Background: an optimization exercise with open tools, aiming at small area and a short achievable clock period. Do not read the settings as production practice.
Where RTL was checked, it was by simulation tests only, not by an equivalence proof against the original.
Only the layout flow was run in runs 3 to 8; the RTL was not checked for function there.

`flow/design.v`:
```
module median9_window (
    input            clk,
    input            rst,
    input            shift,
    input      [7:0] pixel_in,
    output     [7:0] median        
);
    reg  [7:0] p [0:8];
    reg        t [0:7][0:7];       
    wire [7:0] gt;                 
    wire [7:0] prec [0:8];       
    wire [8:0] sel;
    genvar a, b;
    generate
        for (a = 0; a < 8; a = a + 1) begin : g_cmp
            greater8 u_gt (.x(p[a]), .y_n(~p[8]), .gt(gt[a]));
        end
        for (b = 0; b < 9; b = b + 1) begin : g_rank
            for (a = 0; a < 8; a = a + 1) begin : g_other
                if (a < b) begin : g_older
                    if (b == 8) begin : g_new
                        assign prec[b][a] = ~gt[a];
                    end else begin : g_old
                        assign prec[b][a] = ~t[a][b];
                    end
                end else begin : g_newer
                    if (a + 1 == 8) begin : g_new
                        assign prec[b][a] = gt[b];
                    end else begin : g_old
                        assign prec[b][a] = t[b][a+1];
                    end
                end
            end
            exactly4of8 u_rank (.x(prec[b]), .y(sel[b]));
        end
    endgenerate
    assign median = ({8{sel[0]}} & p[0]) | ({8{sel[1]}} & p[1]) | ({8{sel[2]}} & p[2])
                  | ({8{sel[3]}} & p[3]) | ({8{sel[4]}} & p[4]) | ({8{sel[5]}} & p[5])
                  | ({8{sel[6]}} & p[6]) | ({8{sel[7]}} & p[7]) | ({8{sel[8]}} & p[8]);
    integer i, j;
    always @(posedge clk or posedge rst) begin
        if (rst) begin
            for (i = 0; i < 9; i = i + 1)
                p[i] <= 8'd0;
            for (i = 0; i < 8; i = i + 1)
                for (j = 0; j < 8; j = j + 1)
                    t[i][j] <= 1'b0;
        end else if (shift) begin
            for (i = 0; i < 8; i = i + 1)
                p[i] <= p[i+1];
            p[8] <= pixel_in;
            for (i = 0; i < 7; i = i + 1) begin
                for (j = i + 1; j < 7; j = j + 1)
                    t[i][j] <= t[i+1][j+1];
                t[i][7] <= gt[i+1];
            end
        end
    end
endmodule
module greater8 (
    input  [7:0] x,
    input  [7:0] y_n,
    output       gt
);
    wire [8:0] c;
    assign c[0] = 1'b0;
    genvar k;
    generate
        for (k = 0; k < 8; k = k + 1) begin : g_bit
            assign c[k+1] = (x[k] & y_n[k]) | (c[k] & (x[k] | y_n[k]));
        end
    endgenerate
    assign gt = c[8];
endmodule
module exactly4of8 (
    input  [7:0] x,
    output       y
);
    wire s0 = x[0] ^ x[1] ^ x[2];
    wire c0 = (x[0] & x[1]) | (x[2] & (x[0] ^ x[1]));
    wire s1 = x[3] ^ x[4] ^ x[5];
    wire c1 = (x[3] & x[4]) | (x[5] & (x[3] ^ x[4]));
    wire s2 = x[6] ^ x[7];
    wire c2 = x[6] & x[7];
    wire s3 = s0 ^ s1 ^ s2;
    wire c3 = (s0 & s1) | (s2 & (s0 ^ s1));
    wire two = ((c0 ^ c1) & (c2 ^ c3)) | (c0 & c1 & ~c2 & ~c3) | (~c0 & ~c1 & c2 & c3);
    assign y = ~s3 & two;
endmodule
module sobel_mag (
    input         clk,
    input  [71:0] w,       
    output [7:0]  mag
);
    wire [7:0] w0 = w[0 +: 8], w1 = w[8 +: 8], w2 = w[16 +: 8];
    wire [7:0] w3 = w[24 +: 8], w5 = w[40 +: 8];
    wire [7:0] w6 = w[48 +: 8], w7 = w[56 +: 8], w8 = w[64 +: 8];
    wire [7:0] s17, s26, s53, s80;
    wire       c17, c26, c53, c80;
    rca #(8) u17 (.a(w1), .b(~w7), .cin(1'b1), .s(s17), .cout(c17));
    rca #(8) u26 (.a(w2), .b(~w6), .cin(1'b1), .s(s26), .cout(c26));
    rca #(8) u53 (.a(w5), .b(~w3), .cin(1'b1), .s(s53), .cout(c53));
    rca #(8) u80 (.a(w8), .b(~w0), .cin(1'b1), .s(s80), .cout(c80));
    wire [8:0] d17 = {~c17, s17}, d26 = {~c26, s26};
    wire [8:0] d53 = {~c53, s53}, d80 = {~c80, s80};
    wire [9:0]  e, f;
    wire        ce, cf;
    rca #(10) ue (.a({d53[8], d53}), .b({d26[8], d26}), .cin(1'b0), .s(e), .cout(ce));
    rca #(10) uf (.a({d53[8], d53}), .b({d80[8], d80}), .cin(1'b0), .s(f), .cout(cf));
    wire [10:0] sa, sb;
    wire        ca, cb;
    rca #(11) ua (.a({e[9], e}), .b({{2{d17[8]}}, d17}), .cin(1'b0), .s(sa), .cout(ca));
    rca #(11) ub (.a({f[9], f}), .b(~{{2{d17[8]}}, d17}), .cin(1'b1), .s(sb), .cout(cb));
    reg [10:0] da, db;
    always @(posedge clk) begin
        da <= sa;
        db <= sb;
    end
    wire neg_a = da[10], neg_b = db[10];
    wire big_a = ~((da[10:7] == 4'b0000) | ((da[10:7] == 4'b1111) & (da[6:0] != 7'd0)));
    wire big_b = ~((db[10:7] == 4'b0000) | ((db[10:7] == 4'b1111) & (db[6:0] != 7'd0)));
    wire [6:0] a1 = da[6:0] ^ {7{neg_a}};
    wire [6:0] b1 = db[6:0] ^ {7{neg_b}};
    wire [6:0] cmp_s;
    wire       pick_a;
    rca #(7) uc (.a(a1), .b(~b1), .cin(~(neg_b & ~neg_a)), .s(cmp_s), .cout(pick_a));
    wire [6:0] mx1 = pick_a ? a1 : b1;
    wire       inc = pick_a ? neg_a : neg_b;
    wire [7:0] mx;
    rca #(7) ui (.a(mx1), .b(7'd0), .cin(inc), .s(mx[6:0]), .cout(mx[7]));
    reg [7:0] mag_q;
    always @(posedge clk)
        mag_q <= (big_a | big_b) ? 8'd255 : {mx[6:0], 1'b0};
    assign mag = mag_q;
endmodule
module rca #(parameter N = 8) (
    input  [N-1:0] a,
    input  [N-1:0] b,
    input          cin,
    output [N-1:0] s,
    output         cout
);
    wire [N:0] c;
    assign c[0] = cin;
    genvar k;
    generate
        for (k = 0; k < N; k = k + 1) begin : g_bit
            assign s[k]   = a[k] ^ b[k] ^ c[k];
            assign c[k+1] = (a[k] & b[k]) | (c[k] & (a[k] ^ b[k]));
        end
    endgenerate
    assign cout = c[N];
endmodule
module image_filter_top (
    input        clk,
    input        rst,
    input  [7:0] pixel_in,
    input        valid_in,
    output [7:0] pixel_out,
    output       valid_out
);
    wire [7:0] med;
    reg  [7:0] m [0:8];
    reg        v1, v2;
    median9_window u_median (
        .clk(clk), .rst(rst), .shift(valid_in), .pixel_in(pixel_in), .median(med)
    );
    sobel_mag u_sobel (
        .clk(clk),
        .w({m[8], m[7], m[6], m[5], m[4], m[3], m[2], m[1], m[0]}),
        .mag(pixel_out)
    );
    integer i;
    always @(posedge clk or posedge rst) begin
        if (rst) begin
            for (i = 0; i < 9; i = i + 1)
                m[i] <= 8'd0;
            v1 <= 1'b0;
            v2 <= 1'b0;
        end else begin
            if (valid_in) begin
                for (i = 0; i < 8; i = i + 1)
                    m[i] <= m[i+1];
                m[8] <= med;
            end
            v1 <= valid_in;
            v2 <= v1;
        end
    end
    assign valid_out = v2;
endmodule
```
`flow/config.mk`:
```
export PLATFORM = sky130hd
export DESIGN_NAME = image_filter_top
export DESIGN_NICKNAME = image_filter_top
export VERILOG_FILES = /design/flow/design.v
export SDC_FILE = /design/flow/constraint.sdc
export NUM_CORES = 4
export LEC_CHECK = 0
export CAP_MARGIN = 50
export CORE_MARGIN = 2
export CORE_UTILIZATION = 40
export SLEW_MARGIN = 70
```
`flow/constraint.sdc`:
```
create_clock -name core_clock -period 24.0 [get_ports {clk}]
set_input_delay 4.8000 -clock core_clock [delete_from_list [all_inputs] [get_ports {clk}]]
set_output_delay 4.8000 -clock core_clock [all_outputs]
set_load 0.01 [all_outputs]
```
`flow/run.sh`:
```
#!/bin/bash
# synth_recipe.tcl (not shown) runs the flow's synth.tcl, then flattens the netlist and writes it again
# the make line also repeats each setting of config.mk as NAME=value (left out here)
make -C /OpenROAD-flow-scripts/flow DESIGN_CONFIG=/design/flow/config.mk WORK_HOME=/design/flow/orfs CLKGATE_MAP_FILE= SYNTH_SCRIPT=/design/flow/synth_recipe.tcl finish
```
==> results of run 1 <==
## cells in the final DEF (no fill, tap or decap), types with 9 or more instances in the layout
cell type / n
inv_1: 177
dfrtp_1: 172
nand2_1: 105
o21ai_0: 93
fa_1: 90
mux2_2: 75
ha_1: 49
dfxtp_1: 28
clkbuf_16: 25
a22oi_1: 23
clkdlybuf4s50_1: 18
o22ai_1: 17
mux2i_1: 14
nor2b_1: 14
xnor2_1: 13
nand2b_1: 12
a21oi_1: 12
nor2_1: 11
a211oi_1: 10
a31oi_1: 10
a221oi_1: 10
a22o_1: 9
maj3_2: 9
buf_2: 9
## state kept, by name, summed over array words and instances (netlist names)
register and count:
u_median.p 72, u_median.t 28, u_sobel.da 11, u_sobel.mag_q 8
v1 1, u_sobel.db 11, m 72, v2 1
## stage by stage
stage	util, %	worst slack [ns]	cells	hold WS, ns
after floorplan	-	14.48	1075	0.331
after global placement	42.7	16.96	1445	0.347
after detailed placement	43.8	17.24	1462	0.339
after CTS	46.3	17.79	1502	0.366
after global routing	46.4	17.67	1502	0.386
final	46.4	17.78	1502	0.363
## worst max-delay path: stages
cell	delay (ns)
clkbuf_16	0.20
buf_12	0.25
buf_16	0.29
buf_8	0.14
buf_12	0.21
buf_12	0.25
mux2_2	0.37
## path summary, 6_finish.rpt
path                                             end  slack, ns
max                              m[2][7]$_DFFE_PP0P_      17.78
min                                     v2$_DFF_PP0_       0.36
max reg2reg                    u_sobel.db[9]$_DFF_P_      18.34
min reg2reg                             v2$_DFF_PP0_       0.36
max in group asynchronous  u_median.t[1]$_DFFE_PP0P_      18.39
min in group asynchronous        m[5][7]$_DFFE_PP0P_       4.75
## kinds of logic (layout without fill, tap and decap cells)
family	count (synthesis)	count (layout)	share of synthesized area (%)
AO/OA/AOI/OAI	223	223	12.4
buffers and inverters	220	263	7.28
flip-flops	204	204	42.2
AND/OR/NAND/NOR	167	167	6.44
adder cells (fa/ha/maj)	155	155	22.0
multiplexers	90	90	8.48
XOR/XNOR	16	16	1.19
## area by class of cell
cell class	count	area share, %
tap	384	3.60
timing repair buffer	40	3.43
clock inverter	5	0.244
inverter	183	5.27
clock buffer	35	5.19
multi-input combinational	651	45.1
sequential	204	37.2
## layer usage
metal,wire length [µm],vias to the layer above
met3,714,31
met4,567,0
met5,0,-
li1,-,3642
met1,10900,3776
met2,11500,113
==> results.toml, run 1 <==
[outcome]
status = "complete, no violations"

[worst_setup_path]
worstReg2RegStart = "m[8][0]$_DFFE_PP0P_"
cp-start-kind = "primary input"
worst-endpoint-arrival_ns = 6.61
path_max_fanout = 75
worst_r2r_path_depth = 16
critical_path.endpoint_type = "flop"
crit_path_start = "valid_in"
worst_path_required_time_ns = 24.39
critical_path_class = "primary input to flop"

[finish]
n_fill_cell = 2625
num_antenna_cells = 0
area_used_by_multi_input_combinational_logic_um2 = 6020
fin_area_um2 = 13300
design.final.nets = 1253
ff_latch_area_um2 = 4960
layout_overhead_on_the_synthesized_area_pct = 13.6
drive_gt1_share_pct = 15.3

[placed_design]
finalWeightedCongestion = 0.805
port_buffers = 19
post_dp_cell_area_um2 = 12600
detailedPlacementHpwl_mm = 17.8

[clock_tree]
cts_buffers = 23
cts.repair.resized = 0
post_cts.repair.setup_buffers = 0
ctsHtreeMaxLevel = 1
cts.sink_count = 204
worst_setup_hold_path_clk_slew_ns = 0.06
cts_tree = "built"
cts_buffer_depth = 3
cts-root-buf = "clkbuf_16"
clock_insertion_delay_worst_skew_ns = 0.51
cts.hold.buffers_added = 0

[grt]
global_route.usage.met1_pct = 22.2
grt_start_max_net_pins = 76
grt_antenna_before_repair = 0
grt-ovfl-total = 0
met2_usage_pct = 26.8
routing_layer_with_the_top_usage_in_global_route = "met2"
first_global_vias = 7768
grtUsageTotal_pct = 16.0
global_route_wire_length_before_repair_mm = 40.1
global_route.usage.met3_pct = 1.97

[synthesis]
per_instance_average_area_after_synthesis_um2 = 10.9
synth_warn = 8
synth_edf_count = 0
most_numerous_cell_in_the_yosys_netlist = "inv_1"
synthDistinctLibCells = 56
yosys_register_bits = 204
syn_inst = 1075
yosysTopAreaCellShare_pct = 37.1
postSynthNetCount = 1225
synthTopCellsByArea = "dfrtp_1 37%, fa_1 15%, mux2_2 7.2%, inv_1 5.7%, ha_1 5.2%"
seq_area_frac_synth_pct = 42.2
synth_flop_cell = "dfrtp_1"
synthDominantAreaCellType = "dfrtp_1"
cell_area_after_technology_mapping_um2 = 11800
netlist_top_cells_count = "179 x inv_1, 174 x dfrtp_1, 105 x nand2_1"
async_flop_share_pct = 85.3

[hold_path]
worst_hold_path.num_cells = 0
startpoint_of_the_worst_hold_path = "v1$_DFF_PP0_"
holdCritPathClass = "flop to flop"

[die]
floorplan.rows = 62
io-pin-count = 20
core_um2 = 28800
initial_utilization_pct = 40.8
die_height_um = 175
design.die.area_um2 = 30800
die_width_um = 175

[sta]
hold_viol_final = 0
timing.final.setup_violations = 0
fin_crit_sh_pct = 25.9
rsz0062_at_grt = "no"
final.setup.tns_ns = 0
slew_violations = 0
clock.fmax_mhz = 161
slew_headroom_pct = 70.7
final_critical_period_ns = 6.22
finalClockSkew_ns = 0.0174
worst_pin_slew_ns = 0.437

[detailed_routing]
wl_per_cell_um = 15.8
drt_wl_total_mm = 23.7
drt_pass1_iterations = 5
num_vias = 7562
vias_per_cell = 5.03
detailedRoute.firstIterationViolations = 471
antenna_left = 0
route.detailed.drc = 0

[run]
max_cap_viol_count = 0
==> inputs of run 2 (changes only) <==
--- a/flow/config.mk
+++ b/flow/config.mk
@@ -7,5 +7,5 @@
 export LEC_CHECK = 0
-export CAP_MARGIN = 50
+export CAP_MARGIN = 20
 export CORE_MARGIN = 2
 export CORE_UTILIZATION = 40
-export SLEW_MARGIN = 70
+export SLEW_MARGIN = 20
==> results.toml, run 2 <==
[synthesis]
seq_area_frac_synth_pct = 42.2
syn_inst = 1075
synthDistinctLibCells = 56
cell_area_after_technology_mapping_um2 = 11800
synthDominantAreaCellType = "dfrtp_1"
async_flop_share_pct = 85.3
yosysTopAreaCellShare_pct = 37.1
most_numerous_cell_in_the_yosys_netlist = "inv_1"
synth_warn = 8
synthTopCellsByArea = "dfrtp_1 37%, fa_1 15%, mux2_2 7.2%, inv_1 5.7%, ha_1 5.2%"
postSynthNetCount = 1225
netlist_top_cells_count = "179 x inv_1, 174 x dfrtp_1, 105 x nand2_1"
yosys_register_bits = 204
synth_flop_cell = "dfrtp_1"
synth_edf_count = 0
per_instance_average_area_after_synthesis_um2 = 10.9

[sta]
layout_setup_ws_ns = 17.42
slew_headroom_pct = 32.1
slew_violations = 0
fin_crit_sh_pct = 27.4
hold_slack_ns = 0.361
final.setup.tns_ns = 0
timing.final.setup_violations = 0
worst_pin_slew_ns = 1.02
final_critical_period_ns = 6.58
hold_viol_final = 0
rsz0062_at_grt = "no"
finalClockSkew_ns = 0.0117
clock.fmax_mhz = 152

[placed_design]
port_buffers = 19
detailedPlacementHpwl_mm = 17.1
post_dp_cell_area_um2 = 12300
dp_slack_ns = 16.94
place_inst = 1445
finalWeightedCongestion = 0.805

[detailed_routing]
drt_pass1_iterations = 5
antenna_left = 0
route.detailed.drc = 0
wl_per_cell_um = 16.0
drt_wl_total_mm = 23.7
vias_per_cell = 5.08
detailedRoute.firstIterationViolations = 472
num_vias = 7554

[clock_tree]
cts_buffer_depth = 3
cts.repair.resized = 0
cts_tree = "built"
clock_insertion_delay_worst_skew_ns = 0.50
cts-root-buf = "clkbuf_16"
cts.hold.buffers_added = 0
cts.sink_count = 204
cts_buffers = 23
post_cts.repair.setup_buffers = 0
ctsHtreeMaxLevel = 1
worst_setup_hold_path_clk_slew_ns = 0.06

[grt]
first_global_vias = 7767
grt_antenna_before_repair = 0
grtUsageTotal_pct = 16.0
grt-ovfl-total = 0
global_route_wire_length_before_repair_mm = 40.0
grt_start_max_net_pins = 170

[worst_setup_path]
critical_path.endpoint_type = "flop"
r2r_end = "u_sobel.db[9]$_DFF_P_"
crit_path_start = "valid_in"
path_max_fanout = 169
cp-start-kind = "primary input"
setup.worst_path.end = "m[2][7]$_DFFE_PP0P_"
worst_r2r_path_depth = 16
worst-endpoint-arrival_ns = 6.96
setup.reg_to_reg.worst_slack_ns = 18.35
worstReg2RegStart = "m[8][0]$_DFFE_PP0P_"
worst_path_required_time_ns = 24.38
critical_path_class = "primary input to flop"

[finish]
drive_gt1_share_pct = 13.3
layout_common_cells = "178 x inv_1, 174 x dfrtp_1, 105 x nand2_1, 93 x o21ai_0, 90 x fa_1"
layout_overhead_on_the_synthesized_area_pct = 11.0
design.final.nets = 1236
fin_area_um2 = 13000
fin_util_pct = 45.3
instances_no_fill = 1486
reg_top3 = "m: 72 flops, u_median.p: 72 flops, u_median.t: 28 flops"
num_antenna_cells = 0
layout.cells.most_common = "inv_1"

[die]
design.die.area_um2 = 30800
io-pin-count = 20
core_um2 = 28800
initial_utilization_pct = 40.8
die_width_um = 175
floorplan.rows = 62
die_height_um = 175

[outcome]
status = "complete, no violations"

[hold_path]
holdCritPathClass = "flop to flop"

[run]
max_cap_viol_count = 0
[run 2: cell count changes in the layout (fill, tap and decap cells not counted), sizes merged]
cell,delta
inv,-1
buf,-17
clkbuf,+1
bufinv,+1
[run 2: per-layer routing]
layer	GRT usage [%]	routed length [µm]	vias to the layer above
li1	-	-	3600
met1	22.0	11000	3795
met2	26.9	11500	131
met3	2.27	826	28
met4	3.68	418	0
met5	0	0	-
[run 2: worst max-delay path, cell delays in order]
cell and delay (ns):
clkbuf_8 0.74, buf_4 0.85, mux2_2 0.42
[run 2: layout make-up]
| class | count | area (µm²) |
|---|---|---|
| repair buffers | 23 | 224 |
| flip-flops and latches | 204 | 4950 |
| multi-input cells | 651 | 5940 |
| fillers | 2654 | 15700 |
| clock inverters | 5 | 48.8 |
| clock buffers | 36 | 704 |
| inverters | 183 | 692 |
| well taps | 384 | 480 |
[run 2: how the worst min path moves through the flow]
stage | startpoint | end | slack (ns) | depth (start not counted)
final | v1$_DFF_PP0_ | v2$_DFF_PP0_ | 0.36 | 0
after global routing | v1$_DFF_PP0_ | v2$_DFF_PP0_ | 0.37 | 0
after CTS | v1$_DFF_PP0_ | v2$_DFF_PP0_ | 0.36 | 0
after detailed placement | v1$_DFF_PP0_ | v2$_DFF_PP0_ | 0.34 | 0
after global placement | v1$_DFF_PP0_ | v2$_DFF_PP0_ | 0.35 | 0
after floorplan | v1$_DFF_PP0_ | v2$_DFF_PP0_ | 0.33 | 0
[run 2: logic make-up (layout without fill, tap and decap cells)]
group | count (synthesis) | in the layout | share of synthesized area [%]
buffers and inverters | 220 | 247 | 7.28
AOI/OAI and AO/OA | 223 | 223 | 12.4
adders and majority gates | 155 | 155 | 22.0
xor gates and xnor gates | 16 | 16 | 1.19
and+or+nand+nor | 167 | 167 | 6.44
muxes | 90 | 90 | 8.48
DFF | 204 | 204 | 42.2
==> inputs of run 3 (changes only) <==
--- a/flow/design.v
+++ b/flow/design.v
@@ -33,5 +33,8 @@
             end
-            exactly4of8 u_rank (.x(prec[b]), .y(sel[b]));
+            if (b < 8) begin : g_sel
+                exactly4of8 u_rank (.x(prec[b]), .y(sel[b]));
+            end
         end
     endgenerate
+    assign sel[8] = ~|sel[7:0];
     assign median = ({8{sel[0]}} & p[0]) | ({8{sel[1]}} & p[1]) | ({8{sel[2]}} & p[2])
@@ -161,2 +164,4 @@
 );
+    reg  [7:0] pix_q;              
+    reg        take;
     wire [7:0] med;
@@ -164,4 +169,6 @@
     reg        v1, v2;
+    always @(posedge clk)
+        pix_q <= pixel_in;
     median9_window u_median (
-        .clk(clk), .rst(rst), .shift(valid_in), .pixel_in(pixel_in), .median(med)
+        .clk(clk), .rst(rst), .shift(take), .pixel_in(pix_q), .median(med)
     );
@@ -177,2 +184,3 @@
                 m[i] <= 8'd0;
+            take <= 1'b0;
             v1 <= 1'b0;
@@ -180,3 +188,3 @@
         end else begin
-            if (valid_in) begin
+            if (take) begin
                 for (i = 0; i < 8; i = i + 1)
@@ -185,3 +193,4 @@
             end
-            v1 <= valid_in;
+            take <= valid_in;
+            v1 <= take;
             v2 <= v1;
==> results.toml, run 3 <==
[finish]
drive_gt1_share_pct = 14.3
reg_top3 = "m: 72 flops, u_median.p: 72 flops, u_median.t: 28 flops"
num_antenna_cells = 0
design.final.nets = 1226
layout.cells.most_common = "dfrtp_1"
layout_overhead_on_the_synthesized_area_pct = 11.6
layout_common_cells = "174 x dfrtp_1, 162 x inv_1, 92 x nand2_1, 87 x mux2_2, 87 x fa_1"

[worst_setup_path]
worst-endpoint-arrival_ns = 6.93
cell_class_contributing_the_biggest_share_of_worst_path_delay = "buffers and inverters"
critical_path_class = "primary input to async pin"
timing.critical_path.slowest_stage_cell = "buf_4"
critical_path.endpoint_type = "async pin"
cp-start-kind = "primary input"
crit_path_cell_trace = "clkdlybuf4s50_1 > inv_6 > buf_4"
path_buf_inv = 3
path_max_fanout = 99
worst_path_required_time_ns = 24.50
worst_path_largest_cell_delay_ns = 0.90

[synthesis]
cell_area_after_technology_mapping_um2 = 11900
seq_area_frac_synth_pct = 43.3
yosys_register_bits = 213
synth_warn = 8
synth_edf_count = 0
synthDistinctLibCells = 72
async_flop_share_pct = 82.2
per_instance_average_area_after_synthesis_um2 = 11.1
synth_flop_cell = "dfrtp_1"
yosysTopAreaCellShare_pct = 36.9
netlist_top_cells_count = "175 x dfrtp_1, 163 x inv_1, 92 x nand2_1"
most_numerous_cell_in_the_yosys_netlist = "dfrtp_1"
syn_inst = 1070
postSynthNetCount = 1214
synthTopCellsByArea = "dfrtp_1 37%, fa_1 15%, mux2_2 8.2%, dfxtp_1 6.4%, inv_1 5.2%"
synthDominantAreaCellType = "dfrtp_1"

[sta]
clock.fmax_mhz = 156
timing.final.setup_violations = 0
slew_violations = 0
hold_slack_ns = 0.350
final_critical_period_ns = 6.42
finalClockSkew_ns = 0.0150
rsz0062_at_grt = "no"
final.setup.tns_ns = 0
worst_pin_slew_ns = 1.03
layout_setup_ws_ns = 17.58
slew_headroom_pct = 31.3
fin_crit_sh_pct = 26.8
hold_viol_final = 0

[clock_tree]
cts_buffer_depth = 3
worst_setup_hold_path_clk_slew_ns = 0.06
cts.sink_count = 213
clock_insertion_delay_worst_skew_ns = 0.53
post_cts.repair.setup_buffers = 0
cts_tree = "built"
cts_buffers = 26
ctsHtreeMaxLevel = 1
cts.hold.buffers_added = 0
cts.repair.resized = 0
cts-root-buf = "clkbuf_16"

[grt]
grtUsageTotal_pct = 16.6
first_global_vias = 7895
global_route_wire_length_before_repair_mm = 41.3
grt-ovfl-total = 0
grt_start_max_net_pins = 104
grt_antenna_before_repair = 0

[hold_path]
holdCritPathClass = "flop to flop"

[placed_design]
detailedPlacementHpwl_mm = 17.6
port_buffers = 19
finalWeightedCongestion = 0.816
dp_slack_ns = 16.96

[die]
core_um2 = 29400
design.die.area_um2 = 31100
die_height_um = 176
initial_utilization_pct = 40.4
floorplan.rows = 63
io-pin-count = 20
die_width_um = 176

[detailed_routing]
route.detailed.drc = 0
detailedRoute.firstIterationViolations = 426
wl_per_cell_um = 16.5
drt_pass1_iterations = 5
num_vias = 7592
antenna_left = 0
vias_per_cell = 5.09
drt_wl_total_mm = 24.6

[outcome]
status = "complete, no violations"

[run]
max_cap_viol_count = 0
## run 3: final cells by class
cell class              instances  area (µm²)
multi-input cells             651        5940
clock inverters                14         109
well taps                     390         488
repair buffers                 24         228
inverters                     166         628
flip-flops and latches        213        5140
fillers                      2738       16100
clock buffers                  34         722
## run 3: through the flow
stage	cells	utilization [%]	instance area (µm²)
3_5_place_dp	1444	42.3	12400
6_report	1492	45.1	13300
5_1_grt	1492	45.1	13300
4_1_cts	1492	45.1	13300
2_1_floorplan	1070	-	11900
3_3_place_gp	1444	42.3	12400
## run 3: worst register-to-register path, cell delays in order (launching register included)
cell and delay, ns:
dfrtp_1 0.37, inv_1 0.09, ha_1 0.14, inv_1 0.05, fa_1 0.38, fa_1 0.41
fa_1 0.41, fa_1 0.41, fa_1 0.40, fa_1 0.50, inv_1 0.08, fa_1 0.45
fa_1 0.37, inv_1 0.07, fa_1 0.43, fa_1 0.43, fa_1 0.43
## run 3: worst paths after layout
| kind | from | to | slack (ns) | cells after the start |
|---|---|---|---|---|
| setup / recovery | rst | m[7][5]$_DFFE_PP0P_ | 17.58 | 3 |
| hold / removal | v1$_DFF_PP0_ | v2$_DFF_PP0_ | 0.35 | 0 |
| setup reg to reg | m[5][0]$_DFFE_PP0P_ | u_sobel.db[9]$_DFF_P_ | 18.45 | 16 |
| hold reg to reg | v1$_DFF_PP0_ | v2$_DFF_PP0_ | 0.35 | 0 |
| max in group core_clock | v2$_DFF_PP0_ | valid_out | 17.84 | 1 |
| min in group asynchronous | rst | v1$_DFF_PP0_ | 4.85 | 2 |
## run 3: metal layers
layer | track usage (%) | vias to the layer above | part of all wire (%) | routed length, µm
met5 | 0 | - | 0 | 0
met4 | 5.61 | 0 | 3.2 | 781
met3 | 2.15 | 47 | 3.7 | 912
met2 | 27.1 | 139 | 47 | 11600
met1 | 22.9 | 3782 | 46 | 11400
li1 | - | 3624 | - | -
## run 3: logic make-up after synthesis
logic type,count (synthesis),share of synthesized area (%)
multiplexers,104,9.73
adder cells (fa/ha/maj),139,20.0
AO/OA/AOI/OAI,206,11.5
AND/OR/NAND/NOR,184,7.39
XOR/XNOR,18,1.33
buffers and inverters,206,6.71
flip-flops,213,43.3
==> inputs of run 4 (changes only) <==
--- a/flow/config.mk
+++ b/flow/config.mk
@@ -10,2 +10,3 @@
 export CORE_UTILIZATION = 40
+export CTS_BUF_LIST = sky130_fd_sc_hd__clkbuf_8
 export SLEW_MARGIN = 20
==> results.toml, run 4 <==
[synthesis]
postSynthNetCount = 1214
synth_flop_cell = "dfrtp_1"
synthDistinctLibCells = 72
synthDominantAreaCellType = "dfrtp_1"
most_numerous_cell_in_the_yosys_netlist = "dfrtp_1"
yosys_register_bits = 213
netlist_top_cells_count = "175 x dfrtp_1, 163 x inv_1, 92 x nand2_1"
cell_area_after_technology_mapping_um2 = 11900
syn_inst = 1070
seq_area_frac_synth_pct = 43.3
per_instance_average_area_after_synthesis_um2 = 11.1
async_flop_share_pct = 82.2
synthTopCellsByArea = "dfrtp_1 37%, fa_1 15%, mux2_2 8.2%, dfxtp_1 6.4%, inv_1 5.2%"
synth_edf_count = 0
synth_warn = 8
yosysTopAreaCellShare_pct = 36.9

[grt]
first_global_vias = 8001
grt-ovfl-total = 0
grt_start_max_net_pins = 104
grt_antenna_before_repair = 0
grtUsageTotal_pct = 16.7
global_route_wire_length_before_repair_mm = 41.5

[worst_setup_path]
cp-start-kind = "primary input"
crit_path_start = "rst"
worst_r2r_path_depth = 16
setup.worst_path.end = "m[7][7]$_DFFE_PP0P_"
setup.reg_to_reg.worst_slack_ns = 18.44
r2r_end = "u_sobel.db[9]$_DFF_P_"
critical_path_class = "primary input to async pin"
worst_path_required_time_ns = 24.49
worst-endpoint-arrival_ns = 6.93
worstReg2RegStart = "m[5][0]$_DFFE_PP0P_"
critical_path.endpoint_type = "async pin"
path_max_fanout = 99

[clock_tree]
cts.sink_count = 213
cts_buffers = 38
cts.hold.buffers_added = 0
ctsHtreeMaxLevel = 2
cts_buffer_depth = 3
cts_tree = "built"
clock_insertion_delay_worst_skew_ns = 0.53
cts.repair.resized = 0
cts-root-buf = "clkbuf_8"
post_cts.repair.setup_buffers = 0
worst_setup_hold_path_clk_slew_ns = 0.06

[die]
die_height_um = 176
core_um2 = 29400
die_width_um = 176
floorplan.rows = 63
io-pin-count = 20
initial_utilization_pct = 40.4
design.die.area_um2 = 31100

[placed_design]
port_buffers = 19
finalWeightedCongestion = 0.816
dp_slack_ns = 16.96
detailedPlacementHpwl_mm = 17.6

[sta]
slew_violations = 0
final_critical_period_ns = 6.44
final.setup.tns_ns = 0
fin_crit_sh_pct = 26.8
hold_viol_final = 0
slew_headroom_pct = 32.0
timing.final.setup_violations = 0
rsz0062_at_grt = "no"
finalClockSkew_ns = 0.0352
worst_pin_slew_ns = 1.02
clock.fmax_mhz = 155
layout_setup_ws_ns = 17.56

[finish]
n_fill_cell = 2780
num_antenna_cells = 0
layout_common_cells = "178 x inv_1, 174 x dfrtp_1, 92 x nand2_1, 87 x mux2_2, 87 x fa_1"
drive_gt1_share_pct = 15.0
layout_overhead_on_the_synthesized_area_pct = 11.0
design.final.nets = 1238
fin_util_pct = 44.8
layout.cells.most_common = "inv_1"
reg_top3 = "m: 72 flops, u_median.p: 72 flops, u_median.t: 28 flops"

[detailed_routing]
drt_pass1_iterations = 5
num_vias = 7676
wl_per_cell_um = 16.3
drt_wl_total_mm = 24.7
route.detailed.drc = 0
antenna_left = 0
detailedRoute.firstIterationViolations = 423
vias_per_cell = 5.08

[outcome]
status = "complete, no violations"

[run]
max_cap_viol_count = 0

[hold_path]
holdCritPathClass = "flop to flop"
run 4: cells by family (layout without fill, tap and decap cells):
| group | after synthesis | count (layout) | synth area share (%) |
|---|---|---|---|
| compound gates | 206 | 206 | 11.5 |
| mux | 104 | 104 | 9.73 |
| buf+inv | 206 | 258 | 6.71 |
| xor+xnor | 18 | 18 | 1.33 |
| fa+ha+maj | 139 | 139 | 20.0 |
| flops | 213 | 213 | 43.3 |
| simple gates | 184 | 184 | 7.39 |
run 4: through the flow:
stage                     instances  cell area [µm²]  hold slack, ns
after global placement         1444            12400           0.332
after detailed placement       1444            12400           0.338
after floorplan                1070            11900           0.331
after CTS                      1512            13200           0.366
final                          1512            13200           0.369
after global routing           1512            13200           0.374
run 4: how the worst min path moves through the flow:
stage / start / endpoint / slack [ns] / cells after the start
2_1_floorplan: v1$_DFF_PP0_ / v2$_DFF_PP0_ / 0.33 / 0
3_3_place_gp: v1$_DFF_PP0_ / v2$_DFF_PP0_ / 0.33 / 0
3_5_place_dp: v1$_DFF_PP0_ / v2$_DFF_PP0_ / 0.34 / 0
4_1_cts: v1$_DFF_PP0_ / v2$_DFF_PP0_ / 0.37 / 0
5_1_grt: v1$_DFF_PP0_ / v2$_DFF_PP0_ / 0.37 / 0
6_report: v1$_DFF_PP0_ / v2$_DFF_PP0_ / 0.37 / 0
run 4: metal layers:
metal | global-route usage, % | routed length, µm | up-vias
met1 | 23.0 | 11400 | 3821
met3 | 2.76 | 997 | 49
met5 | 0 | 0 | -
met2 | 27.1 | 11600 | 152
met4 | 5.34 | 704 | 0
li1 | - | - | 3654
run 4: cell type report:
class | count | area (µm²) | area share, %
repair buffers | 24 | 228 | 1.73
clock inverters | 23 | 131 | 0.997
flip-flops and latches | 213 | 5140 | 39.0
well taps | 390 | 488 | 3.70
inverters | 166 | 628 | 4.77
clock buffers | 45 | 619 | 4.70
multi-input cells | 651 | 5940 | 45.1
run 4: worst max-delay path, cell delays in order:
cell,delay [ns]
clkdlybuf4s50_1,0.47
inv_6,0.65
buf_4,0.90
==> inputs of run 5 (changes only) <==
==> flow/flow/run.sh (new file) <==
#!/bin/bash
# The standard layout, with port buffers of a faster cell than the one
# buffer_ports picks by default (a clock delay buffer).
set -euo pipefail
export BUFFER_PORTS_ARGS="-buffer_cell sky130_fd_sc_hd__buf_2"
bash standard.sh > standard.log 2>&1
==> flow/standard.sh (new file) <==
#!/bin/bash
# synth_recipe.tcl (not shown) runs the flow's synth.tcl, then flattens the netlist and writes it again
# the make line also repeats each setting of config.mk as NAME=value (left out here)
make -C /OpenROAD-flow-scripts/flow DESIGN_CONFIG=/design/flow/config.mk WORK_HOME=/design/flow/orfs CLKGATE_MAP_FILE= SYNTH_SCRIPT=/design/flow/synth_recipe.tcl "${@:-finish}"
--- a/flow/config.mk
+++ b/flow/config.mk
@@ -10,3 +10,2 @@
 export CORE_UTILIZATION = 40
-export CTS_BUF_LIST = sky130_fd_sc_hd__clkbuf_8
 export SLEW_MARGIN = 20
removed: flow/run.sh
==> results.toml, run 5 <==
[detailed_routing]
drt_pass1_iterations = 5
wl_per_cell_um = 16.5
vias_per_cell = 5.15
route.detailed.drc = 0
drt_wl_total_mm = 24.6
detailedRoute.firstIterationViolations = 410
num_vias = 7686
antenna_left = 0

[finish]
drive_gt1_share_pct = 15.9
fin_util_pct = 44.8
layout_common_cells = "174 x dfrtp_1, 162 x inv_1, 92 x nand2_1, 87 x mux2_2, 87 x fa_1"
layout.cells.most_common = "dfrtp_1"
num_antenna_cells = 0
reg_top3 = "m: 72 flops, u_median.p: 72 flops, u_median.t: 28 flops"
design.final.nets = 1225
ff_latch_area_um2 = 5140
area_used_by_multi_input_combinational_logic_um2 = 5940
layout_overhead_on_the_synthesized_area_pct = 10.8
n_fill_cell = 2713
fin_area_um2 = 13200
instances_no_fill = 1491

[synthesis]
yosysTopAreaCellShare_pct = 36.9
postSynthNetCount = 1214
yosys_register_bits = 213
synth_edf_count = 0
netlist_top_cells_count = "175 x dfrtp_1, 163 x inv_1, 92 x nand2_1"
syn_inst = 1070
synth_warn = 8
synthDistinctLibCells = 72
per_instance_average_area_after_synthesis_um2 = 11.1
synthTopCellsByArea = "dfrtp_1 37%, fa_1 15%, mux2_2 8.2%, dfxtp_1 6.4%, inv_1 5.2%"
async_flop_share_pct = 82.2
synthDominantAreaCellType = "dfrtp_1"
most_numerous_cell_in_the_yosys_netlist = "dfrtp_1"
seq_area_frac_synth_pct = 43.3
synth_flop_cell = "dfrtp_1"
cell_area_after_technology_mapping_um2 = 11900

[clock_tree]
cts-root-buf = "clkbuf_16"
cts.sink_count = 213
cts_buffer_depth = 3
cts_tree = "built"
cts.hold.buffers_added = 0
clock_insertion_delay_worst_skew_ns = 0.54
cts.repair.resized = 0
worst_setup_hold_path_clk_slew_ns = 0.06
post_cts.repair.setup_buffers = 0
cts_buffers = 26
ctsHtreeMaxLevel = 1

[sta]
final_critical_period_ns = 5.83
slew_violations = 0
hold_viol_final = 0
slew_headroom_pct = 33.6
fin_crit_sh_pct = 24.3
clock.fmax_mhz = 172
final.setup.tns_ns = 0
rsz0062_at_grt = "no"
worst_pin_slew_ns = 0.993
layout_setup_ws_ns = 18.17
timing.final.setup_violations = 0
finalClockSkew_ns = 0.0346

[grt]
grt_start_max_net_pins = 112
grt_antenna_before_repair = 0
grt-ovfl-total = 0
first_global_vias = 7919
grtUsageTotal_pct = 16.5
global_route_wire_length_before_repair_mm = 41.1

[placed_design]
port_buffers = 19
post_dp_cell_area_um2 = 12300
dp_slack_ns = 17.38
finalWeightedCongestion = 0.773
place_inst = 1443
detailedPlacementHpwl_mm = 17.5

[die]
floorplan.rows = 63
die_width_um = 176
initial_utilization_pct = 40.4
die_height_um = 176
core_um2 = 29400
design.die.area_um2 = 31100
io-pin-count = 20

[hold_path]
startpoint_of_the_worst_hold_path = "v1$_DFF_PP0_"
worst_hold_path.num_cells = 0
holdCritPathClass = "flop to flop"
hold_path_end = "v2$_DFF_PP0_"

[worst_setup_path]
cp-start-kind = "primary input"
path_max_fanout = 111
r2r_end = "u_sobel.da[9]$_DFF_P_"
worst_path_required_time_ns = 24.52
setup.reg_to_reg.worst_slack_ns = 18.46
worstReg2RegStart = "m[5][0]$_DFFE_PP0P_"
worst-endpoint-arrival_ns = 6.35
critical_path.endpoint_type = "async pin"
critical_path_class = "primary input to async pin"
worst_r2r_path_depth = 18

[run]
max_cap_viol_count = 0

[outcome]
status = "complete, no violations"
==> run 5: cell types whose count changed in the layout (fill, tap and decap cells not counted), sizes merged <==
cell / previous run / this run
clkdlybuf4s50: 19 / 0
buf: 5 / 23
inv: 181 / 165
clkbuf: 45 / 37
clkinv: 4 / 10
clkinvlp: 3 / 1
==> run 5: how the worst max path moves through the flow <==
stage               startpoint                   to  slack, ns
detailed placement         rst  m[7][6]$_DFFE_PP0P_      17.38
global route               rst  m[8][7]$_DFFE_PP0P_      17.89
finish                     rst  m[8][7]$_DFFE_PP0P_      18.17
floorplan                  rst  m[0][0]$_DFFE_PP0P_      14.45
CTS                        rst  m[8][7]$_DFFE_PP0P_      17.92
global placement           rst  m[1][6]$_DFFE_PP0P_      17.38
==> run 5: logic make-up after synthesis <==
| group | synth area share [%] |
|---|---|
| adders and majority gates | 20.0 |
| muxes | 9.73 |
| AOI/OAI and AO/OA | 11.5 |
| and+or+nand+nor | 7.39 |
| xor gates and xnor gates | 1.33 |
| DFF | 43.3 |
| buffers and inverters | 6.71 |
==> run 5: worst max-delay path, cell delays in order <==
cell	delay [ns]
buf_2	0.13
inv_8	0.51
buf_4	0.76
==> run 5: cell type report <==
cell class	instances	area share, %
Multi-Input combinational cell	651	45.1
Sequential cell	213	39.1
Clock buffer	37	5.63
Inverter	166	4.79
Tap cell	390	3.71
Timing Repair Buffer	23	0.950
Clock inverter	11	0.732
==> run 5: layer usage <==
| layer | share of wire (%) | wire length, µm | vias up | global-route usage (%) |
|---|---|---|---|---|
| met5 | 0 | 0 | - | 0 |
| met4 | 3.5 | 868 | 0 | 6.10 |
| met3 | 4.3 | 1060 | 51 | 2.26 |
| met2 | 48 | 11800 | 185 | 27.2 |
| met1 | 44 | 10900 | 3834 | 22.2 |
| li1 | - | - | 3616 | - |
==> run 5: through the flow <==
step / hold slack, ns
4_1_cts: 0.350
3_5_place_dp: 0.337
3_3_place_gp: 0.335
2_1_floorplan: 0.331
5_1_grt: 0.355
6_report: 0.347
==> inputs of run 6 (changes only) <==
--- a/flow/config.mk
+++ b/flow/config.mk
@@ -10,2 +10,4 @@
 export CORE_UTILIZATION = 40
+export CTS_CLUSTER_DIAMETER = 80
+export CTS_CLUSTER_SIZE = 25
 export SLEW_MARGIN = 20
==> results.toml, run 6 <==
[synthesis]
synth-compound-area-share_pct = 11.5
adder_cell_area_share_of_the_yosys_netlist_pct = 20.0
synth_edf_count = 0
yosysTopAreaCellShare_pct = 36.9
synthTopCellsByArea = "dfrtp_1 37%, fa_1 15%, mux2_2 8.2%, dfxtp_1 6.4%, inv_1 5.2%"
synthDominantAreaCellType = "dfrtp_1"
async_flop_share_pct = 82.2
synth_flop_cell = "dfrtp_1"
synth.area.mux_share_pct = 9.73
seq_area_frac_synth_pct = 43.3
synthDistinctLibCells = 72
syn_inst = 1070
synth-xor-area-share_pct = 1.33
synth_warn = 8
postSynthNetCount = 1214
cell_area_after_technology_mapping_um2 = 11900
largest_family_of_logic_cells_by_synthesized_area = "adder cells"
per_instance_average_area_after_synthesis_um2 = 11.1
netlist_top_cells_count = "175 x dfrtp_1, 163 x inv_1, 92 x nand2_1"
yosys_register_bits = 213
post_synth_and_or_nand_nor_area_fraction_pct = 7.39
most_numerous_cell_in_the_yosys_netlist = "dfrtp_1"

[outcome]
status = "complete, no violations"

[worst_setup_path]
path_max_fanout = 111
worst-endpoint-arrival_ns = 6.34
critical_path_class = "primary input to async pin"
cp-start-kind = "primary input"
crit_path_cell_trace = "buf_2 > inv_8 > buf_4"
worst_path_largest_cell_delay_ns = 0.77
critical_path.endpoint_type = "async pin"
worst_path_required_time_ns = 24.54
timing.critical_path.slowest_stage_cell = "buf_4"

[clock_tree]
post_cts.repair.setup_buffers = 0
cts_buffers = 14
cts-root-buf = "clkbuf_16"
cts.hold.buffers_added = 0
clock_insertion_delay_worst_skew_ns = 0.49
cts.repair.resized = 0
cts.sink_count = 213
cts_tree = "built"
worst_setup_hold_path_clk_slew_ns = 0.10
cts_buffer_depth = 3
ctsHtreeMaxLevel = 1

[grt]
grt_antenna_before_repair = 0
grt_start_max_net_pins = 112
global_route_wire_length_before_repair_mm = 40.7
grtUsageTotal_pct = 16.3
grt-ovfl-total = 0
first_global_vias = 7758

[finish]
reg_top3 = "m: 72 flops, u_median.p: 72 flops, u_median.t: 28 flops"
layout_common_cells = "174 x dfrtp_1, 162 x inv_1, 92 x nand2_1, 87 x mux2_2, 87 x fa_1"
layout.cells.most_common = "dfrtp_1"
drive_gt1_share_pct = 14.4
fin_util_pct = 43.6
layout_overhead_on_the_synthesized_area_pct = 7.93
n_fill_cell = 2747
design.final.nets = 1213
num_antenna_cells = 0
ff_latch_area_um2 = 5140
area_used_by_multi_input_combinational_logic_um2 = 5940

[detailed_routing]
route.detailed.drc = 0
num_vias = 7580
drt_pass1_iterations = 5
drt_wl_total_mm = 24.3
antenna_left = 0
vias_per_cell = 5.17
wl_per_cell_um = 16.6
detailedRoute.firstIterationViolations = 378

[placed_design]
detailedPlacementHpwl_mm = 17.5
finalWeightedCongestion = 0.773
port_buffers = 19

[sta]
timing.final.setup_violations = 0
hold_viol_final = 0
slew_headroom_pct = 28.7
slew_violations = 0
clock.fmax_mhz = 172
final.setup.tns_ns = 0
finalClockSkew_ns = 0.0274
final_critical_period_ns = 5.80
rsz0062_at_grt = "no"
fin_crit_sh_pct = 24.2
worst_pin_slew_ns = 1.07

[die]
design.die.area_um2 = 31100
die_height_um = 176
floorplan.rows = 63
initial_utilization_pct = 40.4
io-pin-count = 20
core_um2 = 29400
die_width_um = 176

[hold_path]
holdCritPathClass = "flop to flop"

[run]
max_cap_viol_count = 0
-- run 6: kinds of logic after synthesis --
logic type,Yosys count
AO/OA/AOI/OAI,206
XOR/XNOR,18
adder cells (fa/ha/maj),139
buffers and inverters,206
flip-flops,213
multiplexers,104
AND/OR/NAND/NOR,184
-- run 6: through the flow --
step                      setup slack (ns)  hold slack, ns  instances  cell area, µm²
after floorplan                      14.45           0.331       1070           11900
after global placement               17.38           0.335       1443           12300
after detailed placement             17.38           0.337       1443           12300
after CTS                            17.92           0.361       1466           12800
after global routing                 17.91           0.368       1466           12800
final                                18.20           0.358       1466           12800
-- run 6: cell type report --
cell class                      count  area share, %
Multi-Input combinational cell    651           46.3
Sequential cell                   213           40.1
Inverter                          166           4.92
Tap cell                          390           3.81
Clock buffer                       19           3.38
Timing Repair Buffer               23          0.976
Clock inverter                      4          0.459
-- run 6: worst paths after layout --
check | slack (ns) | from | endpoint | cells past startpoint
min | 0.36 | v1$_DFF_PP0_ | v2$_DFF_PP0_ | 0
min reg2reg | 0.36 | v1$_DFF_PP0_ | v2$_DFF_PP0_ | 0
max in group core_clock | 18.21 | v2$_DFF_PP0_ | valid_out | 1
max reg2reg | 18.46 | m[5][0]$_DFFE_PP0P_ | u_sobel.da[9]$_DFF_P_ | 18
min in group asynchronous | 4.44 | rst | v2$_DFF_PP0_ | 2
max | 18.20 | rst | m[7][6]$_DFFE_PP0P_ | 3
-- run 6: per-layer routing --
layer	track usage [%]	vias up	part of all wire (%)
met5	0	-	0
met4	5.20	0	3.0
met3	1.94	42	3.8
met2	27.2	152	48
met1	22.4	3807	45
li1	-	3579	-
-- run 6: critical path: cells and delay by family --
family,cells,cell delay [ns]
buffers and inverters,3,1.42
==> inputs of run 7 (changes only) <==
--- a/flow/design.v
+++ b/flow/design.v
@@ -5,3 +5,4 @@
     input      [7:0] pixel_in,
-    output     [7:0] median        
+    output     [7:0] median,       
+    output     [7:0] live          
 );
@@ -9,5 +10,7 @@
     reg        t [0:7][0:7];       
+    reg  [3:0] fill;
     wire [7:0] gt;                 
-    wire [7:0] prec [0:8];       
+    wire [7:0] prec [0:8];         
     wire [8:0] sel;
+    wire [7:0] pick;
     genvar a, b;
@@ -15,3 +18,6 @@
         for (a = 0; a < 8; a = a + 1) begin : g_cmp
-            greater8 u_gt (.x(p[a]), .y_n(~p[8]), .gt(gt[a]));
+            wire gt_raw;
+            assign live[a] = (fill >= 9 - a);
+            greater8 u_gt (.x(p[a]), .y_n(~p[8]), .gt(gt_raw));
+            assign gt[a] = gt_raw & live[a];
         end
@@ -39,14 +45,15 @@
     assign sel[8] = ~|sel[7:0];
-    assign median = ({8{sel[0]}} & p[0]) | ({8{sel[1]}} & p[1]) | ({8{sel[2]}} & p[2])
-                  | ({8{sel[3]}} & p[3]) | ({8{sel[4]}} & p[4]) | ({8{sel[5]}} & p[5])
-                  | ({8{sel[6]}} & p[6]) | ({8{sel[7]}} & p[7]) | ({8{sel[8]}} & p[8]);
+    assign pick = ({8{sel[0]}} & p[0]) | ({8{sel[1]}} & p[1]) | ({8{sel[2]}} & p[2])
+                | ({8{sel[3]}} & p[3]) | ({8{sel[4]}} & p[4]) | ({8{sel[5]}} & p[5])
+                | ({8{sel[6]}} & p[6]) | ({8{sel[7]}} & p[7]) | ({8{sel[8]}} & p[8]);
+    assign median = pick & {8{live[4]}};
+    always @(posedge clk or posedge rst) begin
+        if (rst)
+            fill <= 4'd0;
+        else if (shift && fill != 4'd9)
+            fill <= fill + 4'd1;
+    end
     integer i, j;
-    always @(posedge clk or posedge rst) begin
-        if (rst) begin
-            for (i = 0; i < 9; i = i + 1)
-                p[i] <= 8'd0;
-            for (i = 0; i < 8; i = i + 1)
-                for (j = 0; j < 8; j = j + 1)
-                    t[i][j] <= 1'b0;
-        end else if (shift) begin
+    always @(posedge clk) begin
+        if (shift) begin
             for (i = 0; i < 8; i = i + 1)
@@ -95,2 +102,3 @@
     input  [71:0] w,       
+    input         zero,    
     output [7:0]  mag
@@ -117,2 +125,3 @@
     reg [10:0] da, db;
+    reg        zero_q;
     always @(posedge clk) begin
@@ -120,2 +129,3 @@
         db <= sb;
+        zero_q <= zero;
     end
@@ -135,3 +145,3 @@
     always @(posedge clk)
-        mag_q <= (big_a | big_b) ? 8'd255 : {mx[6:0], 1'b0};
+        mag_q <= zero_q ? 8'd0 : (big_a | big_b) ? 8'd255 : {mx[6:0], 1'b0};
     assign mag = mag_q;
@@ -167,2 +177,3 @@
     wire [7:0] med;
+    wire [7:0] live;
     reg  [7:0] m [0:8];
@@ -172,3 +183,3 @@
     median9_window u_median (
-        .clk(clk), .rst(rst), .shift(take), .pixel_in(pix_q), .median(med)
+        .clk(clk), .rst(rst), .shift(take), .pixel_in(pix_q), .median(med), .live(live)
     );
@@ -176,3 +187,5 @@
         .clk(clk),
-        .w({m[8], m[7], m[6], m[5], m[4], m[3], m[2], m[1], m[0]}),
+        .w({m[8], m[7], m[6], m[5], m[4], m[3],
+            m[2] & {8{live[2]}}, m[1] & {8{live[1]}}, m[0] & {8{live[0]}}}),
+        .zero(~live[3]),
         .mag(pixel_out)
@@ -180,6 +193,11 @@
     integer i;
+    always @(posedge clk) begin
+        if (take) begin
+            for (i = 0; i < 8; i = i + 1)
+                m[i] <= m[i+1];
+            m[8] <= med;
+        end
+    end
     always @(posedge clk or posedge rst) begin
         if (rst) begin
-            for (i = 0; i < 9; i = i + 1)
-                m[i] <= 8'd0;
             take <= 1'b0;
@@ -188,7 +206,2 @@
         end else begin
-            if (take) begin
-                for (i = 0; i < 8; i = i + 1)
-                    m[i] <= m[i+1];
-                m[8] <= med;
-            end
             take <= valid_in;
--- a/flow/config.mk
+++ b/flow/config.mk
@@ -10,4 +10,4 @@
 export CORE_UTILIZATION = 40
-export CTS_CLUSTER_DIAMETER = 80
-export CTS_CLUSTER_SIZE = 25
+export CTS_CLUSTER_DIAMETER = 70
+export CTS_CLUSTER_SIZE = 28
 export SLEW_MARGIN = 20
==> results.toml, run 7 <==
[die]
initial_utilization_pct = 40.5
core_um2 = 27800
design.die.area_um2 = 29500
io-pin-count = 20
die_height_um = 172
floorplan.rows = 61
die_width_um = 172

[finish]
layout.cells.most_common = "edfxtp_1"
area_used_by_multi_input_combinational_logic_um2 = 4490
layout_overhead_on_the_synthesized_area_pct = 9.77
design.final.nets = 1021
layout_common_cells = "172 x edfxtp_1, 156 x inv_1, 87 x fa_1, 50 x ha_1, 44 x nand2_1"
n_fill_cell = 2558
num_antenna_cells = 0
reg_top3 = "m: 72 flops, u_median.p: 72 flops, u_median.t: 28 flops"
instances_no_fill = 1259
ff_latch_area_um2 = 6120
drive_gt1_share_pct = 7.38

[clock_tree]
cts-root-buf = "clkbuf_16"
cts.repair.resized = 0
worst_setup_hold_path_clk_slew_ns = 0.10
cts.sink_count = 218
ctsHtreeMaxLevel = 1
cts.hold.buffers_added = 0
post_cts.repair.setup_buffers = 0
cts_buffer_depth = 3
clock_insertion_delay_worst_skew_ns = 0.50
cts_buffers = 15
cts_tree = "built"

[sta]
clock.fmax_mhz = 155
rsz0062_at_grt = "no"
timing.final.setup_violations = 0
final_critical_period_ns = 6.45
slew_violations = 0
slew_headroom_pct = 32.8
fin_crit_sh_pct = 26.9
final.setup.tns_ns = 0
finalClockSkew_ns = 0.0304
worst_pin_slew_ns = 1.01
hold_viol_final = 0

[worst_setup_path]
path_max_fanout = 9
setup.worst_path.end = "u_sobel.da[9]$_DFF_P_"
worst_path_required_time_ns = 24.44
critical_path.endpoint_type = "flop"
r2r_end = "u_sobel.da[9]$_DFF_P_"
worstReg2RegStart = "u_median.fill[0]$_DFFE_PP0P_"
critical_path_class = "flop to flop"
worst_r2r_path_depth = 20
crit_path_start = "u_median.fill[0]$_DFFE_PP0P_"
worst-endpoint-arrival_ns = 6.88
cp-start-kind = "flop"
setup.reg_to_reg.worst_slack_ns = 17.55

[grt]
grt_start_max_net_pins = 87
first_global_vias = 6433
global_route_wire_length_before_repair_mm = 33.4
grt_antenna_before_repair = 0
grtUsageTotal_pct = 14.6
grt-ovfl-total = 0

[detailed_routing]
detailedRoute.firstIterationViolations = 499
drt_pass1_iterations = 5
route.detailed.drc = 0
wl_per_cell_um = 16.6
drt_wl_total_mm = 20.9
num_vias = 6353
antenna_left = 0
vias_per_cell = 5.05

[synthesis]
synthDistinctLibCells = 51
syn_inst = 840
most_numerous_cell_in_the_yosys_netlist = "edfxtp_1"
postSynthNetCount = 988
cell_area_after_technology_mapping_um2 = 11300
per_instance_average_area_after_synthesis_um2 = 13.4
seq_area_frac_synth_pct = 54.3
async_flop_share_pct = 3.21
yosys_register_bits = 218
synth_warn = 8
synthDominantAreaCellType = "edfxtp_1"
netlist_top_cells_count = "172 x edfxtp_1, 156 x inv_1, 87 x fa_1"
synth_flop_cell = "edfxtp_1"
synth_edf_count = 172
synthTopCellsByArea = "edfxtp_1 46%, fa_1 15%, dfxtp_1 6.9%, ha_1 5.6%, inv_1 5.2%"
yosysTopAreaCellShare_pct = 45.9

[hold_path]
startpoint_of_the_worst_hold_path = "v1$_DFF_PP0_"
holdCritPathClass = "flop to flop"

[run]
max_cap_viol_count = 0

[placed_design]
port_buffers = 19
detailedPlacementHpwl_mm = 15.7
finalWeightedCongestion = 0.823
place_inst = 1234

[outcome]
status = "complete, no violations"
run 7: cell families (layout without fill, tap and decap cells):
kind of cell | Yosys count | after routing | synth area share (%)
buffers and inverters | 170 | 211 | 5.83
AND/OR/NAND/NOR | 136 | 136 | 6.10
flip-flops | 218 | 218 | 54.3
XOR/XNOR | 19 | 19 | 1.48
AO/OA/AOI/OAI | 135 | 135 | 8.94
multiplexers | 14 | 14 | 1.27
adder cells (fa/ha/maj) | 148 | 148 | 22.0
run 7: metal layers:
| metal | up-vias | wire (µm) | global-route usage, % |
|---|---|---|---|
| li1 | 2995 | - | - |
| met1 | 3170 | 9290 | 19.1 |
| met2 | 153 | 10200 | 25.3 |
| met3 | 35 | 934 | 2.25 |
| met4 | 0 | 517 | 4.02 |
| met5 | - | 0 | 0 |
run 7: area by class of cell:
| class | instances | area share (%) |
|---|---|---|
| inverters | 157 | 4.81 |
| multi-input cells | 452 | 36.3 |
| repair buffers | 29 | 1.41 |
| flip-flops and latches | 218 | 49.5 |
| well taps | 378 | 3.83 |
| clock inverters | 10 | 1.06 |
| clock buffers | 15 | 3.04 |
run 7: worst min-delay path by stage:
stage                         to  slack [ns]  cells past startpoint
CTS                 v2$_DFF_PP0_        0.36                      0
detailed placement  v2$_DFF_PP0_        0.34                      0
global placement    v2$_DFF_PP0_        0.33                      0
floorplan           v2$_DFF_PP0_        0.33                      0
global route        v2$_DFF_PP0_        0.37                      0
finish              v2$_DFF_PP0_        0.36                      0
run 7: worst max-delay path, cell delays in order (launching register included):
cell      delay [ns]
dfrtp_1         0.46
ha_1            0.27
a21oi_1         0.66
nand2b_1        0.20
ha_1            0.14
inv_1           0.05
fa_1            0.37
fa_1            0.50
inv_1           0.06
fa_1            0.41
fa_1            0.49
inv_1           0.05
fa_1            0.43
fa_1            0.39
fa_1            0.39
fa_1            0.38
fa_1            0.37
inv_1           0.08
fa_1            0.22
fa_1            0.42
inv_1           0.05
run 7: metrics by stage:
stage	setup slack, ns	hold WS [ns]	cell area [µm²]	util, %
after detailed placement	17.50	0.342	11900	42.7
after floorplan	18.05	0.331	11300	-
after global routing	17.25	0.370	12400	44.5
after CTS	17.49	0.363	12400	44.5
after global placement	17.68	0.334	11900	42.7
final	17.55	0.360	12400	44.5
==> inputs of run 8 (changes only) <==
--- a/flow/config.mk
+++ b/flow/config.mk
@@ -10,4 +10,4 @@
 export CORE_UTILIZATION = 40
-export CTS_CLUSTER_DIAMETER = 70
-export CTS_CLUSTER_SIZE = 28
+export CTS_CLUSTER_DIAMETER = 80
+export CTS_CLUSTER_SIZE = 25
 export SLEW_MARGIN = 20
==> results.toml, run 8 <==
[sta]
finalClockSkew_ns = 0.0306
layout_setup_ws_ns = 17.56
clock.fmax_mhz = 155
fin_crit_sh_pct = 26.8
rsz0062_at_grt = "no"
slew_violations = 0
slew_headroom_pct = 33.1
hold_viol_final = 0
worst_pin_slew_ns = 1.00
final_critical_period_ns = 6.44
timing.final.setup_violations = 0
final.setup.tns_ns = 0

[grt]
first_global_vias = 6460
grt_antenna_before_repair = 0
global_route_wire_length_before_repair_mm = 33.4
grt-ovfl-total = 0
grtUsageTotal_pct = 14.6
grt_start_max_net_pins = 87

[synthesis]
most_numerous_cell_in_the_yosys_netlist = "edfxtp_1"
netlist_top_cells_count = "172 x edfxtp_1, 156 x inv_1, 87 x fa_1"
synthDistinctLibCells = 51
per_instance_average_area_after_synthesis_um2 = 13.4
syn_inst = 840
yosys_register_bits = 218
synth_flop_cell = "edfxtp_1"
seq_area_frac_synth_pct = 54.3
async_flop_share_pct = 3.21
synth_edf_count = 172
cell_area_after_technology_mapping_um2 = 11300
synthTopCellsByArea = "edfxtp_1 46%, fa_1 15%, dfxtp_1 6.9%, ha_1 5.6%, inv_1 5.2%"
yosysTopAreaCellShare_pct = 45.9
synthDominantAreaCellType = "edfxtp_1"
synth_warn = 8
postSynthNetCount = 988

[worst_setup_path]
path_max_fanout = 9
worst-endpoint-arrival_ns = 6.87
worst_path_required_time_ns = 24.43
cp-start-kind = "flop"
critical_path_class = "flop to flop"
critical_path.endpoint_type = "flop"

[detailed_routing]
drt_wl_total_mm = 21.0
wl_per_cell_um = 16.7
drt_pass1_iterations = 6
detailedRoute.firstIterationViolations = 410
vias_per_cell = 5.04
num_vias = 6344
antenna_left = 0
route.detailed.drc = 0

[clock_tree]
cts.hold.buffers_added = 0
cts_buffer_depth = 3
cts-root-buf = "clkbuf_16"
cts_tree = "built"
cts_buffers = 14
worst_setup_hold_path_clk_slew_ns = 0.09
ctsHtreeMaxLevel = 1
clock_insertion_delay_worst_skew_ns = 0.50
post_cts.repair.setup_buffers = 0
cts.sink_count = 218
cts.repair.resized = 0

[finish]
layout.cells.most_common = "edfxtp_1"
ff_latch_area_um2 = 6120
layout_common_cells = "172 x edfxtp_1, 156 x inv_1, 87 x fa_1, 50 x ha_1, 44 x nand2_1"
area_used_by_multi_input_combinational_logic_um2 = 4490
num_antenna_cells = 0
drive_gt1_share_pct = 7.05
design.final.nets = 1020
n_fill_cell = 2565
fin_util_pct = 44.4
layout_overhead_on_the_synthesized_area_pct = 9.58
reg_top3 = "m: 72 flops, u_median.p: 72 flops, u_median.t: 28 flops"

[run]
max_cap_viol_count = 0

[die]
floorplan.rows = 61
core_um2 = 27800
initial_utilization_pct = 40.5
io-pin-count = 20
die_width_um = 172
design.die.area_um2 = 29500
die_height_um = 172

[placed_design]
dp_slack_ns = 17.50
port_buffers = 19
finalWeightedCongestion = 0.823
detailedPlacementHpwl_mm = 15.7

[outcome]
status = "complete, no violations"

[hold_path]
holdCritPathClass = "flop to flop"
## run 8: cell types whose count changed in the layout (fill, tap and decap cells not counted)
cell,delta
clkinv_8,-1
clkbuf_1,+2
inv_8,-1
clkbuf_8,+1
bufinv_16,+1
clkinv_4,-1
inv_16,-1
inv_12,-1
## run 8: logic make-up (layout without fill, tap and decap cells)
kind of cell | after synthesis | in the layout | share of synthesized area (%)
muxes | 14 | 14 | 1.27
and+or+nand+nor | 136 | 136 | 6.10
buffers and inverters | 170 | 210 | 5.83
adders and majority gates | 148 | 148 | 22.0
xor gates and xnor gates | 19 | 19 | 1.48
DFF | 218 | 218 | 54.3
AOI/OAI and AO/OA | 135 | 135 | 8.94
## run 8: worst max-delay path: stages (launching register included)
cell      delay (ns)
dfrtp_1         0.45
ha_1            0.27
a21oi_1         0.65
nand2b_1        0.20
ha_1            0.14
inv_1           0.04
fa_1            0.38
fa_1            0.49
inv_1           0.05
fa_1            0.41
fa_1            0.49
inv_1           0.05
fa_1            0.43
fa_1            0.39
fa_1            0.39
fa_1            0.38
fa_1            0.37
inv_1           0.08
fa_1            0.23
fa_1            0.42
inv_1           0.05
## run 8: layout make-up
type                    instances  area share (%)
flip-flops and latches        218            49.6
multi-input cells             452            36.4
inverters                     157            4.82
well taps                     378            3.83
clock buffers                  18            3.21
repair buffers                 29            1.41
clock inverters                 6           0.720
## run 8: final timing paths
path,startpoint,to,slack [ns],cells after the start
worst max register to register,u_median.fill[0]$_DFFE_PP0P_,u_sobel.da[9]$_DFF_P_,17.56,20
min in group asynchronous,rst,v1$_DFF_PP0_,4.25,2
max in group asynchronous,rst,take$_DFF_PP0_,19.49,2
worst min register to register,v1$_DFF_PP0_,v2$_DFF_PP0_,0.36,0
worst min-delay path,v1$_DFF_PP0_,v2$_DFF_PP0_,0.36,0
worst max-delay path,u_median.fill[0]$_DFFE_PP0P_,u_sobel.da[9]$_DFF_P_,17.56,20
## run 8: through the flow
stage	cells	hold WS, ns	area [µm²]
2_1_floorplan	840	0.331	11300
3_3_place_gp	1234	0.334	11900
3_5_place_dp	1234	0.342	11900
4_1_cts	1258	0.364	12300
5_1_grt	1258	0.372	12300
6_report	1258	0.361	12300
## run 8: layer usage
metal  GRT usage [%]  share of wire (%)  vias up
met1            19.1                 44     3163
met5               0                  0        -
met2            25.4                 49      155
li1                -                  -     2992
met3            2.30                4.7       34
met4            4.02                2.4        0

## separate check: timing with driven ports
How much do the figures lean on ideal ports? The routed layouts below were timed once more, with nothing changed but the port constraints.
Step 1 assumes that a clkbuf_16 drives the clock port and a buf_2 every other input.
Step 2 moves the port delays by t, midway between the first and last clock arrival at a register: inputs arrive t later, outputs are due t later. That takes back most of the time a late clock gives input paths.
Slacks: ideal / step 1 / step 2; pairs: ideal / step 1.
| run | t, ns | slack for setup (ns) | worst setup path at the end | worst slew at a driven data input, ns | cell pins on the clock port's net |
|---|---|---|---|---|---|
| run 1 | 0.550 | 17.781 / 17.777 / 17.227 | input to register | 0.05 | 1 |
| run 2 | 0.544 | 17.416 / 17.428 / 16.885 | input to register | 0.03 | 1 |
| run 3 | 0.566 | 17.577 / 17.603 / 17.038 | input, reset recovery | 0.05 | 1 |
| run 4 | 0.561 | 17.565 / 17.587 / 17.026 | input, reset recovery | 0.05 | 1 |
| run 5 | 0.569 | 18.172 / 18.158 / 17.631 | input, reset recovery | 0.05 | 1 |
| run 6 | 0.528 | 18.197 / 18.162 / 17.697 | input, reset recovery | 0.05 | 1 |
| run 7 | 0.536 | 17.552 / 17.552 / 17.552 | register to register | 0.03 | 1 |
| run 8 | 0.528 | 17.561 / 17.561 / 17.561 | register to register | 0.03 | 1 |
After both steps every run listed still meets setup and hold. For run 1, which loses most, drivers alone change the setup slack by -0.004 ns; drivers and shift together by -0.554 ns. Setup slack includes reset recovery checks.
